From an optimization exercise on the open Yosys and OpenROAD flow, aimed at small area and a short achievable clock period; shortcuts taken in it are not production practice.
RTL that was checked went through simulation tests only; none was proved equivalent to the original.
Power figures rest on the tool's default switching activity, not on a simulated workload.

==> run Z: inputs <==
## video_uut
module video_uut (
    input  wire         clk_i           , 
    input  wire         cen_i           , 
    input  wire         rst_i           , 
    input  wire         vid_sel_i       , 
    input  wire [23:0]  vid_rgb_i       , 
    input  wire [1:0]   vh_blank_i      , 
    input  wire [2:0]   dvh_sync_i      , 
    output wire [2:0]   dvh_sync_o      , 
    output wire [23:0]  vid_rgb_o         
);
clock: 12.0 ns
lec_check: 0
abc_area: 1
cap_margin: 20
core_margin: 2
core_utilization: 60
setup_slack_margin: 5
slew_margin: 20
standard.sh (not shown) runs the stock make flow with config.mk's settings and CLKGATE_MAP_FILE= SYNTH_SCRIPT=/design/flow/synth_recipe.tcl, a recipe that flattens the netlist after the stock synthesis.
==> flow/flow/run.sh <==
#!/bin/bash
# Standard ORFS layout, except that synthesis skips the adder-extraction step
# (ADDER_MAP_FILE empty), so that ABC maps the whole datapath itself.
# Registers, their names and cell types are those of the standard synthesis.
set -euo pipefail
EXTRA="SETUP_SLACK_MARGIN=8"
bash standard.sh ADDER_MAP_FILE= $EXTRA synth > synth.log 2>&1
bash standard.sh ADDER_MAP_FILE= $EXTRA > layout.log 2>&1
==> inputs of run F, as changes to run Z <==
--- a/flow/design.v
+++ b/flow/design.v
@@ -65,36 +65,37 @@
     end
 endfunction
 function slt7;               
     input [6:0] a, b;
     slt7 = ~ge({5'd0, ~a[6], a[5:0]}, {5'd0, ~b[6], b[5:0]});
 endfunction
 function stored;             
     input integer j;
-    stored = (j < 8);
+    stored = (j < 8) || (j == 11);
 endfunction
 reg [10:0] sx [0:NF-1];
 reg [10:0] sy [0:NF-1];
 integer k;
 reg dk, db;
 always @* begin
     for (k = 0; k < NF; k = k + 1) begin
         sx[k] = sxr[k];
         sy[k] = syr[k];
     end
     sy[1]  = {syr[1][10:1], 1'b0};
     sy[3]  = {syr[3][10:1], 1'b0};
     sy[5]  = {syr[5][10:1], 1'b0};
     sy[7]  = {syr[7][10:3], syr[7][1], syr[7][1], 1'b0};
-    for (k = 0; k < 4; k = k + 1) begin
+    sy[11] = {syr[11][10:1], 1'b0};
+    for (k = 0; k < 3; k = k + 1) begin
         db = ge(sy[k], 360);
         dk = db ? ge(sx[k], 503) : ge(sx[k], 640);
         sx[k+8] = add(sx[k], db ? (dk ? 12'd1545 : 12'd1417) : (dk ? 12'd1408 : 12'd1280), 1'b0);
-        sy[k+8] = add(sy[k], db ? ((k == 3 && sy[3][1]) ? 12'd1686 : 12'd1688) : 12'd720, 1'b0);
+        sy[k+8] = add(sy[k], db ? 12'd1688 : 12'd720, 1'b0);
     end
 end
 function [4:0] wtest;
     input [11:0] v;
     input [7:0]  vm1;        
     input [10:0] s;
     reg [4:0] t;
     begin
==> flow/flow/run.sh (replaced) <==
#!/bin/bash
# Standard ORFS layout, except that synthesis skips the adder-extraction step
# (ADDER_MAP_FILE empty), so that ABC maps the whole datapath itself.
# Registers, their names and cell types are those of the standard synthesis.
set -euo pipefail
EXTRA="${EXTRA_MAKE_VARS:-}"
bash standard.sh ADDER_MAP_FILE= $EXTRA synth > synth.log 2>&1
bash standard.sh ADDER_MAP_FILE= $EXTRA > layout.log 2>&1
==> inputs of run E, as changes to run Z <==
--- a/flow/design.v
+++ b/flow/design.v
@@ -149,83 +149,79 @@
                      (wall2r(X, 1840+O) && (ystb || ydn)) || (ym2 && ge(X, 1490+O) && ~ge(X, 1840+O)) ||
                      (yb && ge(X, 1490+O) && ~ge(X, 1824+O)) );
 wire maze = border | letR | letO | letS1 | letS2;
 wire dot = xdot && ydot;
 wire gon = ((gid != 3'd0) && (gid != 3'd3 || !ge({7'd0, gmag}, 21))) && (yid == 2'd1);
 reg [4:0] glim;
 reg gbody, geye, gpup;
 always @* begin
-    case (ymag)
-        5'd6: glim = 5'd19;
-        5'd7: glim = 5'd19;
-        5'd8: glim = 5'd19;
-        5'd9: glim = 5'd19;
-        5'd10: glim = 5'd19;
-        5'd11: glim = 5'd19;
-        5'd12: glim = 5'd18;
-        5'd13: glim = 5'd18;
-        5'd14: glim = 5'd17;
-        5'd15: glim = 5'd17;
-        5'd16: glim = 5'd16;
-        5'd17: glim = 5'd15;
-        5'd18: glim = 5'd15;
-        5'd19: glim = 5'd14;
-        5'd20: glim = 5'd13;
-        5'd21: glim = 5'd11;
-        5'd22: glim = 5'd10;
-        5'd23: glim = 5'd8;
-        5'd24: glim = 5'd6;
-        default: glim = 5'd0;
-    endcase
+    glim = 5'd0;
+    if (ymag == 5'd6) glim = 5'd19;
+    if (ymag == 5'd7) glim = 5'd19;
+    if (ymag == 5'd8) glim = 5'd19;
+    if (ymag == 5'd9) glim = 5'd19;
+    if (ymag == 5'd10) glim = 5'd19;
+    if (ymag == 5'd11) glim = 5'd19;
+    if (ymag == 5'd12) glim = 5'd18;
+    if (ymag == 5'd13) glim = 5'd18;
+    if (ymag == 5'd14) glim = 5'd17;
+    if (ymag == 5'd15) glim = 5'd17;
+    if (ymag == 5'd16) glim = 5'd16;
+    if (ymag == 5'd17) glim = 5'd15;
+    if (ymag == 5'd18) glim = 5'd15;
+    if (ymag == 5'd19) glim = 5'd14;
+    if (ymag == 5'd20) glim = 5'd13;
+    if (ymag == 5'd21) glim = 5'd11;
+    if (ymag == 5'd22) glim = 5'd10;
+    if (ymag == 5'd23) glim = 5'd8;
+    if (ymag == 5'd24) glim = 5'd6;
     if (yneg && ge({7'd0, ymag}, 25)) gbody = 1'b0;
     else if (yneg && ge({7'd0, ymag}, 6)) gbody = ge({7'd0, glim}, {7'd0, gmag});
     else if (yneg || !ge({7'd0, ymag}, 20)) gbody = 1'b1;
     else if (gneg ? ge(4, {7'd0, gmag}) : ge(3, {7'd0, gmag})) gbody = !ge({7'd0, ymag}, 25);
     else if (gneg ? ge(12, {7'd0, gmag}) : ge(11, {7'd0, gmag})) gbody = !ge({7'd0, ymag}, 24);
     else if (gneg ? ge(20, {7'd0, gmag}) : ge(19, {7'd0, gmag})) gbody = !ge({7'd0, ymag}, 22);
     else gbody = 1'b0;
     geye = ge({7'd0, gmag}, 6) && ge(12, {7'd0, gmag}) && yneg && ge({7'd0, ymag}, 4) && ge(10, {7'd0, ymag});
     gpup = ge({7'd0, gmag}, 8) && ge(10, {7'd0, gmag}) && yneg && ge({7'd0, ymag}, 6) && ge(8, {7'd0, ymag});
 end
 reg [4:0] pl, pr;
 always @* begin
-    case (ymag)
-        5'd0: begin pl = 5'd29; pr = 5'd0; end
-        5'd1: begin pl = 5'd29; pr = 5'd1; end
-        5'd2: begin pl = 5'd29; pr = 5'd2; end
-        5'd3: begin pl = 5'd29; pr = 5'd4; end
-        5'd4: begin pl = 5'd29; pr = 5'd5; end
-        5'd5: begin pl = 5'd29; pr = 5'd7; end
-        5'd6: begin pl = 5'd29; pr = 5'd8; end
-        5'd7: begin pl = 5'd29; pr = 5'd9; end
-        5'd8: begin pl = 5'd28; pr = 5'd11; end
-        5'd9: begin pl = 5'd28; pr = 5'd12; end
-        5'd10: begin pl = 5'd28; pr = 5'd14; end
-        5'd11: begin pl = 5'd27; pr = 5'd15; end
-        5'd12: begin pl = 5'd27; pr = 5'd17; end
-        5'd13: begin pl = 5'd27; pr = 5'd18; end
-        5'd14: begin pl = 5'd26; pr = 5'd19; end
-        5'd15: begin pl = 5'd25; pr = 5'd21; end
-        5'd16: begin pl = 5'd25; pr = 5'd22; end
-        5'd17: begin pl = 5'd24; pr = 5'd24; end
-        5'd18: begin pl = 5'd23; pr = 5'd23; end
-        5'd19: begin pl = 5'd23; pr = 5'd23; end
-        5'd20: begin pl = 5'd22; pr = 5'd22; end
-        5'd21: begin pl = 5'd21; pr = 5'd21; end
-        5'd22: begin pl = 5'd20; pr = 5'd20; end
-        5'd23: begin pl = 5'd19; pr = 5'd19; end
-        5'd24: begin pl = 5'd17; pr = 5'd17; end
-        5'd25: begin pl = 5'd16; pr = 5'd16; end
-        5'd26: begin pl = 5'd14; pr = 5'd14; end
-        5'd27: begin pl = 5'd13; pr = 5'd13; end
-        5'd28: begin pl = 5'd10; pr = 5'd10; end
-        5'd29: begin pl = 5'd7; pr = 5'd7; end
-        default: begin pl = 5'd0; pr = 5'd0; end
-    endcase
+    pl = 5'd0; pr = 5'd0;
+    if (ymag == 5'd0) begin pl = 5'd29; pr = 5'd0; end
+    if (ymag == 5'd1) begin pl = 5'd29; pr = 5'd1; end
+    if (ymag == 5'd2) begin pl = 5'd29; pr = 5'd2; end
+    if (ymag == 5'd3) begin pl = 5'd29; pr = 5'd4; end
+    if (ymag == 5'd4) begin pl = 5'd29; pr = 5'd5; end
+    if (ymag == 5'd5) begin pl = 5'd29; pr = 5'd7; end
+    if (ymag == 5'd6) begin pl = 5'd29; pr = 5'd8; end
+    if (ymag == 5'd7) begin pl = 5'd29; pr = 5'd9; end
+    if (ymag == 5'd8) begin pl = 5'd28; pr = 5'd11; end
+    if (ymag == 5'd9) begin pl = 5'd28; pr = 5'd12; end
+    if (ymag == 5'd10) begin pl = 5'd28; pr = 5'd14; end
+    if (ymag == 5'd11) begin pl = 5'd27; pr = 5'd15; end
+    if (ymag == 5'd12) begin pl = 5'd27; pr = 5'd17; end
+    if (ymag == 5'd13) begin pl = 5'd27; pr = 5'd18; end
+    if (ymag == 5'd14) begin pl = 5'd26; pr = 5'd19; end
+    if (ymag == 5'd15) begin pl = 5'd25; pr = 5'd21; end
+    if (ymag == 5'd16) begin pl = 5'd25; pr = 5'd22; end
+    if (ymag == 5'd17) begin pl = 5'd24; pr = 5'd24; end
+    if (ymag == 5'd18) begin pl = 5'd23; pr = 5'd23; end
+    if (ymag == 5'd19) begin pl = 5'd23; pr = 5'd23; end
+    if (ymag == 5'd20) begin pl = 5'd22; pr = 5'd22; end
+    if (ymag == 5'd21) begin pl = 5'd21; pr = 5'd21; end
+    if (ymag == 5'd22) begin pl = 5'd20; pr = 5'd20; end
+    if (ymag == 5'd23) begin pl = 5'd19; pr = 5'd19; end
+    if (ymag == 5'd24) begin pl = 5'd17; pr = 5'd17; end
+    if (ymag == 5'd25) begin pl = 5'd16; pr = 5'd16; end
+    if (ymag == 5'd26) begin pl = 5'd14; pr = 5'd14; end
+    if (ymag == 5'd27) begin pl = 5'd13; pr = 5'd13; end
+    if (ymag == 5'd28) begin pl = 5'd10; pr = 5'd10; end
+    if (ymag == 5'd29) begin pl = 5'd7; pr = 5'd7; end
 end
 wire pac = (gid == 3'd3) && (yid == 2'd2) && (gneg ? ge({7'd0, pl}, {7'd0, gmag}) : ge({7'd0, pr}, {7'd0, gmag}));
 localparam C_BLK=0, C_WHT=1, C_MAZ=2, C_BLU=3, C_ORG=4, C_RED=5, C_GRN=6, C_PNK=7, C_GBL=9, C_PUR=11, C_YEL=12;
 reg [3:0] col;
 always @* begin
     col = C_BLK;
     if (dot && !maze) col = C_WHT;
     if (border) col = C_MAZ;
ABC_AREA = unset   (was 1)
==> inputs of run X, as changes to run Z <==
--- a/flow/design.v
+++ b/flow/design.v
@@ -65,36 +65,37 @@
     end
 endfunction
 function slt7;               
     input [6:0] a, b;
     slt7 = ~ge({5'd0, ~a[6], a[5:0]}, {5'd0, ~b[6], b[5:0]});
 endfunction
 function stored;             
     input integer j;
-    stored = (j < 8);
+    stored = (j < 8) || (j == 11);
 endfunction
 reg [10:0] sx [0:NF-1];
 reg [10:0] sy [0:NF-1];
 integer k;
 reg dk, db;
 always @* begin
     for (k = 0; k < NF; k = k + 1) begin
         sx[k] = sxr[k];
         sy[k] = syr[k];
     end
     sy[1]  = {syr[1][10:1], 1'b0};
     sy[3]  = {syr[3][10:1], 1'b0};
     sy[5]  = {syr[5][10:1], 1'b0};
     sy[7]  = {syr[7][10:3], syr[7][1], syr[7][1], 1'b0};
-    for (k = 0; k < 4; k = k + 1) begin
+    sy[11] = {syr[11][10:1], 1'b0};
+    for (k = 0; k < 3; k = k + 1) begin
         db = ge(sy[k], 360);
         dk = db ? ge(sx[k], 503) : ge(sx[k], 640);
         sx[k+8] = add(sx[k], db ? (dk ? 12'd1545 : 12'd1417) : (dk ? 12'd1408 : 12'd1280), 1'b0);
-        sy[k+8] = add(sy[k], db ? ((k == 3 && sy[3][1]) ? 12'd1686 : 12'd1688) : 12'd720, 1'b0);
+        sy[k+8] = add(sy[k], db ? 12'd1688 : 12'd720, 1'b0);
     end
 end
 function [4:0] wtest;
     input [11:0] v;
     input [7:0]  vm1;        
     input [10:0] s;
     reg [4:0] t;
     begin
==> summary.txt <==
* Number of fill cells: ~4,300
* Setup repair after global routing missed its margin: no
- Counting the clock-network buffers in the layout gives 54.
- Maximum frequency from static timing analysis: roughly 0.16 GHz
- Cell Pwr Density: about 97 nW/um2
- The design draws between 2 and 3 mW.
- For the final database, setup skew stands at around 0.033 ns.
- The later pin in the worst-skew pair is clocked with a latency of between 0.5 and 0.6 ns.
- Type of the worst setup path: in -> reg
- Arithmetic-cell share of the synthesized area counting full adders, half adders and majority gates: 0%
* Result of the run: timing/DRC/antenna clean
(the above is from run F)
==> summary.txt <==
- Result of the run: timing/DRC/antenna clean
* Clkbuf count: 37
- Setup repair after global routing missed its margin: yes
* Cell Pwr Density: about 98 nW/um2
- The design draws 2.78 mW.
* Arithmetic-cell share of the synthesized area counting full adders, half adders and majority gates: 0%
(the above is from run Z)
==> summary.txt <==
- Setup repair after global routing could not meet its margin everywhere.
- Type of the worst setup path: reg -> reg
- Clkbuf count: 37
* Final Power: roughly 2.7 mW
- The run finished with no timing, DRC or antenna violations.
(the above is from run E)
==> summary.txt <==
- Worst-skew pair later-pin latency: between 0.5 and 0.6 ns
- Maximum frequency from static timing analysis: roughly 0.24 GHz
- On the final layout, the worst clock skew is ~0.033 ns.
* Setup repair after global routing missed its margin: yes
- Type of the worst setup path: in -> reg
- Final Power: 2.69 mW
- Result of the run: timing/DRC/antenna clean
* Clkbuf count: 48
- Cell Pwr Density: between 90 and 100 nW/um2
- Number of fill cells: 3,998
- The synthesized netlist devotes 0% of its cell area to adder and majority cells.
(the above is from run X)
Function not checked in run Z: the RTL went through the layout flow alone.

========
==> job 1059: inputs <==
video_uut, a different RTL version from the one above (not shown whole).
Design video_uut, start of the top module:
module video_uut (
    input  wire         clk_i           , 
    input  wire         cen_i           , 
    input  wire         rst_i           , 
    input  wire         vid_sel_i       , 
    input  wire [23:0]  vid_rgb_i       , 
    input  wire [1:0]   vh_blank_i      , 
    input  wire [2:0]   dvh_sync_i      , 
    output wire [2:0]   dvh_sync_o      , 
    output wire [23:0]  vid_rgb_o         
);
Settings: LEC_CHECK=0, ABC_AREA=1, CAP_MARGIN=20, CORE_MARGIN=2, CORE_UTILIZATION=60, SETUP_SLACK_MARGIN=5, SLEW_MARGIN=20, SYNTH_HIERARCHICAL=1; clock period 12.0 ns.
==> flow/flow/run.sh <==
#!/bin/bash
# Standard ORFS layout, except that synthesis skips the adder-extraction step
# (ADDER_MAP_FILE empty), so that ABC maps the whole datapath itself.
# Registers, their names and cell types are those of the standard synthesis.
set -euo pipefail
EXTRA="SETUP_SLACK_MARGIN=8.5"
bash standard.sh ADDER_MAP_FILE= $EXTRA synth > synth.log 2>&1
bash standard.sh ADDER_MAP_FILE= $EXTRA > layout.log 2>&1
==> inputs of job 907, as changes to job 1059 <==
--- a/flow/design.v
+++ b/flow/design.v
@@ -14,16 +14,16 @@
 reg         HD, VD;
 reg  [11:0] X, Y;            
 reg  [5:0]  xm, ym;          
 reg         xin, yin;        
 reg         xdot, ydot;      
 reg  [2:0]  gid;  reg gneg; reg [4:0] gmag;
 reg  [1:0]  yid;  reg yneg; reg [4:0] ymag;
-wire [10:0] sxr [0:NF-1];     
-wire [10:0] syr [0:NF-1];
+reg  [10:0] sxr [0:NF-1];
+reg  [10:0] syr [0:NF-1];
 reg  [2:0]  sync_q;
 reg r7, r6, g7, g6, g5, g4, g31, g20, b7, b6;    
 wire HR = ~HD &  vh_blank_i[0];
 wire HF =  HD & ~vh_blank_i[0];
 wire VF =  VD & ~vh_blank_i[1];
 function ge;                 
     input [11:0] a, b;
@@ -295,61 +295,46 @@
         ymag_n = ymag_i[4:0];
     end
     xin_n = (X == 80+O-1) ? 1'b1 : (X == 1840+O-1) ? 1'b0 : xin;
     yin_n = (Y == 80+O-1) ? 1'b1 : (Y == 1000+O-1) ? 1'b0 : yin;
 end
 wire [5:0] xm_n = (xm == 6'd49 || Xend) ? 6'd0 : xmi[5:0];
 wire [5:0] ym_n = (ym == 6'd49 || Yend) ? 6'd0 : ymi[5:0];
-wire en_vf = cen_i & VF;
-video_uut_reg #(.W(11), .INIT(11'd0)) u_sx0 (.clk(clk_i), .rst(rst_i), .en(en_vf & wrap[0]), .d(sxn[0][10:0]), .q(sxr[0]));
-video_uut_reg #(.W(11), .INIT(11'd0)) u_sy0 (.clk(clk_i), .rst(rst_i), .en(en_vf), .d(wrap[0] ? 11'd0 : syn[0][10:0]), .q(syr[0]));
-video_uut_reg #(.W(11), .INIT(11'd160)) u_sx1 (.clk(clk_i), .rst(rst_i), .en(en_vf & wrap[1]), .d(sxn[1][10:0]), .q(sxr[1]));
-video_uut_reg #(.W(10), .INIT(10'd45)) u_sy1 (.clk(clk_i), .rst(rst_i), .en(en_vf), .d(wrap[1] ? 10'd0 : syn[1][10:1]), .q(syr[1][10:1]));
-assign syr[1][0] = 1'b0;
-video_uut_reg #(.W(11), .INIT(11'd320)) u_sx2 (.clk(clk_i), .rst(rst_i), .en(en_vf & wrap[2]), .d(sxn[2][10:0]), .q(sxr[2]));
-video_uut_reg #(.W(11), .INIT(11'd180)) u_sy2 (.clk(clk_i), .rst(rst_i), .en(en_vf), .d(wrap[2] ? 11'd0 : syn[2][10:0]), .q(syr[2]));
-video_uut_reg #(.W(11), .INIT(11'd480)) u_sx3 (.clk(clk_i), .rst(rst_i), .en(en_vf & wrap[3]), .d(sxn[3][10:0]), .q(sxr[3]));
-video_uut_reg #(.W(10), .INIT(10'd135)) u_sy3 (.clk(clk_i), .rst(rst_i), .en(en_vf), .d(wrap[3] ? 10'd0 : syn[3][10:1]), .q(syr[3][10:1]));
-assign syr[3][0] = 1'b0;
-video_uut_reg #(.W(11), .INIT(11'd640)) u_sx4 (.clk(clk_i), .rst(rst_i), .en(en_vf & wrap[4]), .d(sxn[4][10:0]), .q(sxr[4]));
-video_uut_reg #(.W(11), .INIT(11'd360)) u_sy4 (.clk(clk_i), .rst(rst_i), .en(en_vf), .d(wrap[4] ? 11'd0 : syn[4][10:0]), .q(syr[4]));
-video_uut_reg #(.W(11), .INIT(11'd800)) u_sx5 (.clk(clk_i), .rst(rst_i), .en(en_vf & wrap[5]), .d(sxn[5][10:0]), .q(sxr[5]));
-video_uut_reg #(.W(10), .INIT(10'd225)) u_sy5 (.clk(clk_i), .rst(rst_i), .en(en_vf), .d(wrap[5] ? 10'd0 : syn[5][10:1]), .q(syr[5][10:1]));
-assign syr[5][0] = 1'b0;
-video_uut_reg #(.W(11), .INIT(11'd960)) u_sx6 (.clk(clk_i), .rst(rst_i), .en(en_vf & wrap[6]), .d(sxn[6][10:0]), .q(sxr[6]));
-video_uut_reg #(.W(11), .INIT(11'd540)) u_sy6 (.clk(clk_i), .rst(rst_i), .en(en_vf), .d(wrap[6] ? 11'd0 : syn[6][10:0]), .q(syr[6]));
-video_uut_reg #(.W(11), .INIT(11'd1120)) u_sx7 (.clk(clk_i), .rst(rst_i), .en(en_vf & wrap[7]), .d(sxn[7][10:0]), .q(sxr[7]));
-video_uut_reg #(.W(9), .INIT(9'd157)) u_sy7 (.clk(clk_i), .rst(rst_i), .en(en_vf), .d(wrap[7] ? 9'd0 : {syn[7][10:3], syn[7][1]}), .q({syr[7][10:3], syr[7][1]}));
-assign syr[7][2] = syr[7][1];
-assign syr[7][0] = 1'b0;
-assign sxr[8] = 11'd0; assign syr[8] = 11'd0;    
-assign sxr[9] = 11'd0; assign syr[9] = 11'd0;    
-assign sxr[10] = 11'd0; assign syr[10] = 11'd0;    
-assign sxr[11] = 11'd0; assign syr[11] = 11'd0;    
 always @(posedge clk_i) begin
     if (rst_i) begin
         HD <= 1'b0; VD <= 1'b0;
         X <= O; Y <= O; xm <= 6'd0; ym <= 6'd0;
         xin <= 1'b0; yin <= 1'b0; xdot <= 1'b0; ydot <= 1'b0;
         gid <= 3'd0; gneg <= 1'b0; gmag <= 5'd0;
         yid <= 2'd0; yneg <= 1'b0; ymag <= 5'd0;
+        for (j = 0; j < NF; j = j + 1) if (stored(j)) begin
+            sxr[j] <= (j * 160) % 1920;
+            syr[j] <= (j * 90) % 1080;
+        end
         {r7, r6, g7, g6, g5, g4, g31, g20, b7, b6} <= 10'd0;
         sync_q <= 3'd0;
     end else if (cen_i) begin
         HD <= vh_blank_i[0];
         VD <= vh_blank_i[1];
         if (HF || (!vh_blank_i[0] && Xend)) begin
             X <= O; xm <= 6'd0; xin <= 1'b0; xdot <= 1'b0; gid <= 3'd0;
         end else if (!vh_blank_i[0]) begin
             X <= Xi; xm <= xm_n; xin <= xin_n;
             xdot <= xin_n && ge({6'd0, xm_n}, 22) && !ge({6'd0, xm_n}, 28);
             gid <= gid_n; gneg <= gneg_n; gmag <= gmag_n;
         end
         if (VF) begin
             Y <= O; ym <= 6'd0; yin <= 1'b0; ydot <= 1'b0; yid <= 2'd0;
+            for (j = 0; j < NF; j = j + 1) if (stored(j)) begin
+                if (wrap[j]) begin
+                    syr[j] <= 11'd0;
+                    sxr[j] <= sxn[j][10:0];
+                end else
+                    syr[j] <= syn[j][10:0];
+            end
         end else if (HR) begin
             if (Yend) begin
                 Y <= O; ym <= 6'd0; yin <= 1'b0; ydot <= 1'b0; yid <= 2'd0;
             end else begin
                 Y <= Yi; ym <= ym_n; yin <= yin_n;
                 ydot <= yin_n && ge({6'd0, ym_n}, 22) && !ge({6'd0, ym_n}, 28);
                 yid <= yid_n; yneg <= yneg_n; ymag <= ymag_n;
@@ -359,22 +344,7 @@
         g4 <= rgb[12]; g31 <= rgb[11]; g20 <= rgb[10]; b7 <= rgb[7]; b6 <= rgb[6];
         sync_q <= dvh_sync_i;
     end
 end
 assign dvh_sync_o = sync_q;
 assign vid_rgb_o  = {r7, {7{r6}}, g7, g6, g5, g4, g31, g20, g31, g20, b7, {7{b6}}};
 endmodule
-module video_uut_reg #(
-    parameter W = 1,
-    parameter [W-1:0] INIT = {W{1'b0}}
-) (
-    input  wire         clk,
-    input  wire         rst,
-    input  wire         en,
-    input  wire [W-1:0] d,
-    output reg  [W-1:0] q
-);
-always @(posedge clk) begin
-    if (rst) q <= INIT;
-    else if (en) q <= d;
-end
-endmodule
==> flow/flow/run.sh (replaced) <==
#!/bin/bash
# Standard ORFS layout, except that synthesis skips the adder-extraction step
# (ADDER_MAP_FILE empty), so that ABC maps the whole datapath itself.
# Registers, their names and cell types are those of the standard synthesis.
set -euo pipefail
EXTRA="SETUP_SLACK_MARGIN=8"
bash standard.sh ADDER_MAP_FILE= $EXTRA synth > synth.log 2>&1
bash standard.sh ADDER_MAP_FILE= $EXTRA > layout.log 2>&1
Settings changed: SYNTH_HIERARCHICAL 1 to default.
==> inputs of job 1244, as changes to job 1059 <==
--- a/flow/design.v
+++ b/flow/design.v
@@ -14,16 +14,16 @@
 reg         HD, VD;
 reg  [11:0] X, Y;            
 reg  [5:0]  xm, ym;          
 reg         xin, yin;        
 reg         xdot, ydot;      
 reg  [2:0]  gid;  reg gneg; reg [4:0] gmag;
 reg  [1:0]  yid;  reg yneg; reg [4:0] ymag;
-wire [10:0] sxr [0:NF-1];     
-wire [10:0] syr [0:NF-1];
+reg  [10:0] sxr [0:NF-1];
+reg  [10:0] syr [0:NF-1];
 reg  [2:0]  sync_q;
 reg r7, r6, g7, g6, g5, g4, g31, g20, b7, b6;    
 wire HR = ~HD &  vh_blank_i[0];
 wire HF =  HD & ~vh_blank_i[0];
 wire VF =  VD & ~vh_blank_i[1];
 function ge;                 
     input [11:0] a, b;
@@ -295,61 +295,46 @@
         ymag_n = ymag_i[4:0];
     end
     xin_n = (X == 80+O-1) ? 1'b1 : (X == 1840+O-1) ? 1'b0 : xin;
     yin_n = (Y == 80+O-1) ? 1'b1 : (Y == 1000+O-1) ? 1'b0 : yin;
 end
 wire [5:0] xm_n = (xm == 6'd49 || Xend) ? 6'd0 : xmi[5:0];
 wire [5:0] ym_n = (ym == 6'd49 || Yend) ? 6'd0 : ymi[5:0];
-wire en_vf = cen_i & VF;
-video_uut_reg #(.W(11), .INIT(11'd0)) u_sx0 (.clk(clk_i), .rst(rst_i), .en(en_vf & wrap[0]), .d(sxn[0][10:0]), .q(sxr[0]));
-video_uut_reg #(.W(11), .INIT(11'd0)) u_sy0 (.clk(clk_i), .rst(rst_i), .en(en_vf), .d(wrap[0] ? 11'd0 : syn[0][10:0]), .q(syr[0]));
-video_uut_reg #(.W(11), .INIT(11'd160)) u_sx1 (.clk(clk_i), .rst(rst_i), .en(en_vf & wrap[1]), .d(sxn[1][10:0]), .q(sxr[1]));
-video_uut_reg #(.W(10), .INIT(10'd45)) u_sy1 (.clk(clk_i), .rst(rst_i), .en(en_vf), .d(wrap[1] ? 10'd0 : syn[1][10:1]), .q(syr[1][10:1]));
-assign syr[1][0] = 1'b0;
-video_uut_reg #(.W(11), .INIT(11'd320)) u_sx2 (.clk(clk_i), .rst(rst_i), .en(en_vf & wrap[2]), .d(sxn[2][10:0]), .q(sxr[2]));
-video_uut_reg #(.W(11), .INIT(11'd180)) u_sy2 (.clk(clk_i), .rst(rst_i), .en(en_vf), .d(wrap[2] ? 11'd0 : syn[2][10:0]), .q(syr[2]));
-video_uut_reg #(.W(11), .INIT(11'd480)) u_sx3 (.clk(clk_i), .rst(rst_i), .en(en_vf & wrap[3]), .d(sxn[3][10:0]), .q(sxr[3]));
-video_uut_reg #(.W(10), .INIT(10'd135)) u_sy3 (.clk(clk_i), .rst(rst_i), .en(en_vf), .d(wrap[3] ? 10'd0 : syn[3][10:1]), .q(syr[3][10:1]));
-assign syr[3][0] = 1'b0;
-video_uut_reg #(.W(11), .INIT(11'd640)) u_sx4 (.clk(clk_i), .rst(rst_i), .en(en_vf & wrap[4]), .d(sxn[4][10:0]), .q(sxr[4]));
-video_uut_reg #(.W(11), .INIT(11'd360)) u_sy4 (.clk(clk_i), .rst(rst_i), .en(en_vf), .d(wrap[4] ? 11'd0 : syn[4][10:0]), .q(syr[4]));
-video_uut_reg #(.W(11), .INIT(11'd800)) u_sx5 (.clk(clk_i), .rst(rst_i), .en(en_vf & wrap[5]), .d(sxn[5][10:0]), .q(sxr[5]));
-video_uut_reg #(.W(10), .INIT(10'd225)) u_sy5 (.clk(clk_i), .rst(rst_i), .en(en_vf), .d(wrap[5] ? 10'd0 : syn[5][10:1]), .q(syr[5][10:1]));
-assign syr[5][0] = 1'b0;
-video_uut_reg #(.W(11), .INIT(11'd960)) u_sx6 (.clk(clk_i), .rst(rst_i), .en(en_vf & wrap[6]), .d(sxn[6][10:0]), .q(sxr[6]));
-video_uut_reg #(.W(11), .INIT(11'd540)) u_sy6 (.clk(clk_i), .rst(rst_i), .en(en_vf), .d(wrap[6] ? 11'd0 : syn[6][10:0]), .q(syr[6]));
-video_uut_reg #(.W(11), .INIT(11'd1120)) u_sx7 (.clk(clk_i), .rst(rst_i), .en(en_vf & wrap[7]), .d(sxn[7][10:0]), .q(sxr[7]));
-video_uut_reg #(.W(9), .INIT(9'd157)) u_sy7 (.clk(clk_i), .rst(rst_i), .en(en_vf), .d(wrap[7] ? 9'd0 : {syn[7][10:3], syn[7][1]}), .q({syr[7][10:3], syr[7][1]}));
-assign syr[7][2] = syr[7][1];
-assign syr[7][0] = 1'b0;
-assign sxr[8] = 11'd0; assign syr[8] = 11'd0;    
-assign sxr[9] = 11'd0; assign syr[9] = 11'd0;    
-assign sxr[10] = 11'd0; assign syr[10] = 11'd0;    
-assign sxr[11] = 11'd0; assign syr[11] = 11'd0;    
 always @(posedge clk_i) begin
     if (rst_i) begin
         HD <= 1'b0; VD <= 1'b0;
         X <= O; Y <= O; xm <= 6'd0; ym <= 6'd0;
         xin <= 1'b0; yin <= 1'b0; xdot <= 1'b0; ydot <= 1'b0;
         gid <= 3'd0; gneg <= 1'b0; gmag <= 5'd0;
         yid <= 2'd0; yneg <= 1'b0; ymag <= 5'd0;
+        for (j = 0; j < NF; j = j + 1) if (stored(j)) begin
+            sxr[j] <= (j * 160) % 1920;
+            syr[j] <= (j * 90) % 1080;
+        end
         {r7, r6, g7, g6, g5, g4, g31, g20, b7, b6} <= 10'd0;
         sync_q <= 3'd0;
     end else if (cen_i) begin
         HD <= vh_blank_i[0];
         VD <= vh_blank_i[1];
         if (HF || (!vh_blank_i[0] && Xend)) begin
             X <= O; xm <= 6'd0; xin <= 1'b0; xdot <= 1'b0; gid <= 3'd0;
         end else if (!vh_blank_i[0]) begin
             X <= Xi; xm <= xm_n; xin <= xin_n;
             xdot <= xin_n && ge({6'd0, xm_n}, 22) && !ge({6'd0, xm_n}, 28);
             gid <= gid_n; gneg <= gneg_n; gmag <= gmag_n;
         end
         if (VF) begin
             Y <= O; ym <= 6'd0; yin <= 1'b0; ydot <= 1'b0; yid <= 2'd0;
+            for (j = 0; j < NF; j = j + 1) if (stored(j)) begin
+                if (wrap[j]) begin
+                    syr[j] <= 11'd0;
+                    sxr[j] <= sxn[j][10:0];
+                end else
+                    syr[j] <= syn[j][10:0];
+            end
         end else if (HR) begin
             if (Yend) begin
                 Y <= O; ym <= 6'd0; yin <= 1'b0; ydot <= 1'b0; yid <= 2'd0;
             end else begin
                 Y <= Yi; ym <= ym_n; yin <= yin_n;
                 ydot <= yin_n && ge({6'd0, ym_n}, 22) && !ge({6'd0, ym_n}, 28);
                 yid <= yid_n; yneg <= yneg_n; ymag <= ymag_n;
@@ -359,22 +344,7 @@
         g4 <= rgb[12]; g31 <= rgb[11]; g20 <= rgb[10]; b7 <= rgb[7]; b6 <= rgb[6];
         sync_q <= dvh_sync_i;
     end
 end
 assign dvh_sync_o = sync_q;
 assign vid_rgb_o  = {r7, {7{r6}}, g7, g6, g5, g4, g31, g20, g31, g20, b7, {7{b6}}};
 endmodule
-module video_uut_reg #(
-    parameter W = 1,
-    parameter [W-1:0] INIT = {W{1'b0}}
-) (
-    input  wire         clk,
-    input  wire         rst,
-    input  wire         en,
-    input  wire [W-1:0] d,
-    output reg  [W-1:0] q
-);
-always @(posedge clk) begin
-    if (rst) q <= INIT;
-    else if (en) q <= d;
-end
-endmodule
==> flow/flow/run.sh (replaced) <==
#!/bin/bash
# Standard ORFS layout, except that synthesis skips the adder-extraction step
# (ADDER_MAP_FILE empty), so that ABC maps the whole datapath itself.
# Registers, their names and cell types are those of the standard synthesis.
set -euo pipefail
EXTRA="SETUP_SLACK_MARGIN=8"
bash standard.sh ADDER_MAP_FILE= $EXTRA synth > synth.log 2>&1
bash standard.sh ADDER_MAP_FILE= $EXTRA > layout.log 2>&1
Settings changed: PLACE_DENSITY_LB_ADDON from default to 0.2, SYNTH_HIERARCHICAL 1 to default.
==> qor summary <==
Clock input transition at the sequential cells of the worst setup and hold paths: job 1244 0.06 ns; job 907 0.07 ns; job 1059 0.06 ns
Complex-gate fraction of the synthesized area: job 1244 15.93%; job 907 15.93%; job 1059 11.79%
Number of iterations in the first detailed-routing pass: job 1244 6; job 907 6; job 1059 9
Switching power share of the total: job 1244 37.59%; job 907 37.92%; job 1059 39.27%
Met1 track demand over resource: job 1244 50.67%; job 907 53.35%; job 1059 50.76%
Startpoint kind of the worst setup timing path: job 1244 flop; job 907 primary input; job 1059 flop
Synth warn: job 1244 8; job 907 8; job 1059 32
Share of power burned in combinational logic: job 1244 31.7%; job 907 31.2%; job 1059 37.2%
CP dominant cell by count: job 1244 -; job 907 buf_4; job 1059 nor2_4
Count of plain and timing-repair buffers in the layout: job 1244 129; job 907 134; job 1059 218
Largest fanout on the critical path: job 1244 8; job 907 8; job 1059 12
Run status: job 1244 finished clean; job 907 finished clean; job 1059 finished clean
Maximum number of pins on one net before global-route repair: job 1244 69; job 907 64; job 1059 75
Overall global routing resource usage: job 1244 39.16%; job 907 40.21%; job 1059 39.61%
Internal power: job 1244 1.631 mW; job 907 1.619 mW; job 1059 1.951 mW
Max-Slew Margin vs Limit: job 1244 41.79%; job 907 37.60%; job 1059 52.87%
Endpoint, Worst Hold: job 1244 sxr[0][6]$_SDFFE_PP0P_; job 907 sxr[1][6]$_SDFFE_PP0P_; job 1059 g7$_SDFFE_PP0P_
Final-layout clock buffer total: job 1244 41; job 907 44; job 1059 39
FILL cells: job 1244 3979; job 907 3971; job 1059 4355
Post-route insts no fill: job 1244 5110; job 907 5120; job 1059 5899
Number of library cell types mapped by synthesis: job 1244 70; job 907 70; job 1059 68
Peak supply drop: job 1244 0.0001092 V; job 907 0.00009747 V; job 1059 0.0001303 V
Iter 0 DRT Violations: job 1244 3078; job 907 3449; job 1059 3823
Post-Place Cell Area: job 1244 0.02558 mm²; job 907 0.02557 mm²; job 1059 0.02779 mm²
Final cell area excluding filler cells: job 1244 0.02765 mm²; job 907 0.02764 mm²; job 1059 0.03192 mm²
Number of placement rows: job 1244 74; job 907 74; job 1059 78
No functional check of the RTL was part of job 1059.

==> afterwards: timing with drivers on the ports <==
The results above use ideal ports. As a check the final layouts listed here were re-extracted and re-timed, cells and wires unchanged. Step 1 assumes that a clkbuf_16 drives the clock port and a buf_2 every other input. Step 2 also shifts input and output timing later by t, the mid clock arrival at the registers, as if the neighbouring blocks saw the same clock. a / b / c = no drivers / after step 1 / after step 2; a / b = the first two.
| run | shift t [ns] | slack for setup (ns) | clock arrival spread, ns | pins driven straight from the clock port |
|---|---|---|---|---|
| run Z | 0.671 | 8.025 / 7.963 / 7.402 | 0.028 / 0.028 | 1 |
| run F | 0.616 | 5.809 / 5.843 / 5.227 | 0.035 / 0.034 | 1 |
| run E | 0.677 | 7.834 / 7.834 / 7.410 | 0.021 / 0.021 | 1 |
| run X | 0.629 | 7.886 / 7.879 / 7.251 | 0.036 / 0.035 | 1 |
| job 1059 | 0.691 | 8.376 / 8.361 / 7.813 | 0.024 / 0.024 | 1 |
| job 907 | 0.671 | 8.038 / 7.994 / 7.408 | 0.017 / 0.017 | 1 |
| job 1244 | 0.651 | 8.031 / 7.969 / 7.421 | 0.016 / 0.016 | 1 |
After both steps every run listed still meets setup and hold. The setup slack of run X, which loses most, moves by -0.007 ns with the drivers and by -0.635 ns with both steps.
